Context: an optimization exercise on an open-source flow, tuned for small area. The choices shown serve that exercise and are no tape-out recipe. In this exercise RTL edits were held to simulation tests only and were not proved equivalent to the original. The clock port is modelled as an ideal driver, which makes a skipped or thinned clock tree look cheaper than it is; a real chip needs a root buffer or a tree. No activity file was given, so power comes from the tool's default toggle rates.

## job 2928
// cross_bar_top
module cross_bar_top #(
  parameter BUFFER_SIZE = 5,
  parameter AW          = 3
) (
  input  logic       clk_i,
  input  logic       rstn_i,
  input  logic       ch0_req_valid_i,
  output logic       ch0_req_allowIn_o,
  input  logic [1:0] ch0_req_addr_i,
  input  logic       ch1_req_valid_i,
  output logic       ch1_req_allowIn_o,
  input  logic [1:0] ch1_req_addr_i,
  input  logic       ch2_req_valid_i,
  output logic       ch2_req_allowIn_o,
  input  logic [1:0] ch2_req_addr_i,
  output logic [3:0] bank_grant_valid_o,
  output logic [7:0] bank_grant_ch_o
);
Size: about 26 I/O pins.
==> flow/config.mk <==
export PLATFORM = sky130hd
export DESIGN_NAME = cross_bar_top
export DESIGN_NICKNAME = cross_bar_top
export VERILOG_FILES = /design/flow/design.v
export SDC_FILE = /design/flow/constraint.sdc
export NUM_CORES = 4
export LEC_CHECK = 0
export ABC_AREA = 1
export CAP_MARGIN = 20
export CORE_MARGIN = 2
export CORE_UTILIZATION = 40
export SLEW_MARGIN = 20
==> flow/constraint.sdc <==
create_clock -name core_clock -period 7.0 [get_ports {clk_i}]
set_input_delay 1.4000 -clock core_clock [delete_from_list [all_inputs] [get_ports {clk_i}]]
set_output_delay 1.4000 -clock core_clock [all_outputs]
set_load 0.01 [all_outputs]
standard.sh (not shown) runs the stock make flow with config.mk's settings and CLKGATE_MAP_FILE= SYNTH_SCRIPT=/design/flow/synth_recipe.tcl, a recipe that flattens the netlist after the stock synthesis.
==> flow/flow/run.sh <==
#!/bin/bash
# Own layout flow: the standard ORFS flow (standard.sh) with
#  - an area-oriented ABC mapping script (flow/abc.script) in synthesis,
#  - port buffers of the smallest buffer cell,
#  - a one-level clock tree (flow/mancts.tcl) in place of TritonCTS: the
#    clock port drives three clkbuf_8, each driving one cluster of registers.
# ORFS writes each tool's output to its own log under orfs/logs/; make's
# output goes to flow_make.log.
set -euo pipefail
here=$(pwd)
rm -rf "$here/scripts_mod"
cp -r "$FLOW_HOME/scripts" "$here/scripts_mod"
cp "$here/flow/abc.script" "$here/scripts_mod/abc_area.script"
cp "$here/flow/abc.script" "$here/scripts_mod/abc_speed.script"
cp "$here/flow/mancts.tcl" "$here/scripts_mod/mancts.tcl"
python3 - "$here/scripts_mod/cts.tcl" <<'PY'
import sys
p = sys.argv[1]
s = open(p).read()
old = "log_cmd clock_tree_synthesis {*}$cts_args\n"
assert s.count(old) == 1
new = ("source $::env(SCRIPTS_DIR)/mancts.tcl\n"
       "man_cts 3 sky130_fd_sc_hd__clkbuf_8\n"
       "set_propagated_clock [all_clocks]\n")
open(p, "w").write(s.replace(old, new))
PY
bash standard.sh \
  "SCRIPTS_DIR=$here/scripts_mod" \
  "BUFFER_PORTS_ARGS=-buffer_cell sky130_fd_sc_hd__buf_1" \
  finish > "$here/flow_make.log" 2>&1
Other scripts of this flow, unchanged in this note and not shown: flow/flow/abc.script, flow/flow/mancts.tcl
Job 2928 completed end to end with timing, DRC and antenna clean.
diff inputs: job 2928 => job 6388
- a change of CORE_UTILIZATION from 40 to 65
==> run notes <==
Against job 2928, the final cell area of job 6388 is lower. Job 2928 -> job 6388: number of antenna repair diodes delta 0, exact match. Job 6388 vs. job 2928: first-iteration DRC count grew by 96, worst setup skew after layout picked up an extra 20 ps, worst hold margin dropped 11 ps, global-route usage rose 10 points. Diff job 2928 -> job 6388: number of global-route vias before repair shows a reduction of about 4%; width of the die down about 20%. Relative to job 2928, endpoint arrival time on the critical path has increased by 280 ps in job 6388. Job 2928 and job 6388 ended up with roughly the same power.
### job 6388 -> job 1179
- CORE_UTILIZATION: 65 -> 40
diff --git a/flow/flow/run.sh b/flow/flow/run.sh
--- a/flow/flow/run.sh
+++ b/flow/flow/run.sh
@@ -4,5 +4,5 @@
 #  - port buffers of the smallest buffer cell,
 #  - a one-level clock tree (flow/mancts.tcl) in place of TritonCTS: the
-#    clock port drives three clkbuf_8, each driving one cluster of registers.
+#    clock port drives four clkbuf_8, each driving one cluster of registers.
 # ORFS writes each tool's output to its own log under orfs/logs/; make's
 # output goes to flow_make.log.
@@ -21,5 +21,5 @@
 assert s.count(old) == 1
 new = ("source $::env(SCRIPTS_DIR)/mancts.tcl\n"
-       "man_cts 3 sky130_fd_sc_hd__clkbuf_8\n"
+       "man_cts 4 sky130_fd_sc_hd__clkbuf_8\n"
        "set_propagated_clock [all_clocks]\n")
 open(p, "w").write(s.replace(old, new))
Results
Job 1179 vs job 6388: data arrival time of the critical path down. Delta (job 1179 minus job 6388): post-route cell area went up, total power after layout went up, total leakage power went up, core utilization of the finished layout went down.
The inputs of job 3084 differ from those of job 1179 as listed below.
- SLEW_MARGIN: 20 -> 0
- CAP_MARGIN: 20 -> 0
diff --git a/flow/flow/run.sh b/flow/flow/run.sh
--- a/flow/flow/run.sh
+++ b/flow/flow/run.sh
@@ -4,5 +4,5 @@
 #  - port buffers of the smallest buffer cell,
 #  - a one-level clock tree (flow/mancts.tcl) in place of TritonCTS: the
-#    clock port drives four clkbuf_8, each driving one cluster of registers.
+#    clock port drives three clkbuf_8, each driving one cluster of registers.
 # ORFS writes each tool's output to its own log under orfs/logs/; make's
 # output goes to flow_make.log.
@@ -21,5 +21,5 @@
 assert s.count(old) == 1
 new = ("source $::env(SCRIPTS_DIR)/mancts.tcl\n"
-       "man_cts 4 sky130_fd_sc_hd__clkbuf_8\n"
+       "man_cts 3 sky130_fd_sc_hd__clkbuf_8\n"
        "set_propagated_clock [all_clocks]\n")
 open(p, "w").write(s.replace(old, new))
[summary]
The setup slack of job 3084 was inferior to that of job 1179.
Number of vias per cell after detailed routing grows slightly when moving from job 1179 to job 3084.
The switching part of the total power number comes out higher for job 3084 vs job 1179.
[compare] base=job 1179 new=job 3084: power has decreased, internal power has decreased.
Going from job 1179 to job 3084, number of sequential cells neither gained nor lost much; sequential share of layout area picked up an extra 0.17 points.
In every run of this note, the design's own scripts or RTL, not TritonCTS, make the clock network.

[port drivers added, routing unchanged]
The results above use ideal ports. As a check the final layouts listed here were re-extracted and re-timed, cells and wires unchanged.
Step 1 assumes that a clkbuf_16 drives the clock port and a buf_2 every other input.
Step 2 also shifts input and output timing later by t, the mid clock arrival at the registers, as if the neighbouring blocks saw the same clock.
Slacks: ideal ports / drivers / drivers and shift; pairs: ideal ports / drivers.
run	shift t [ns]	setup WS [ns]	slew at the worst register clock pin (ns)	pins driven straight from the clock port
job 2928	0.222	2.777 / 2.720 / 2.942	0.12 / 0.12	3
job 6388	0.210	2.501 / 2.454 / 2.664	0.13 / 0.13	3
job 1179	0.207	2.786 / 2.725 / 2.931	0.09 / 0.09	4
job 3084	0.222	2.773 / 2.716 / 2.938	0.12 / 0.12	3
After both steps setup and hold are still met in every run listed.
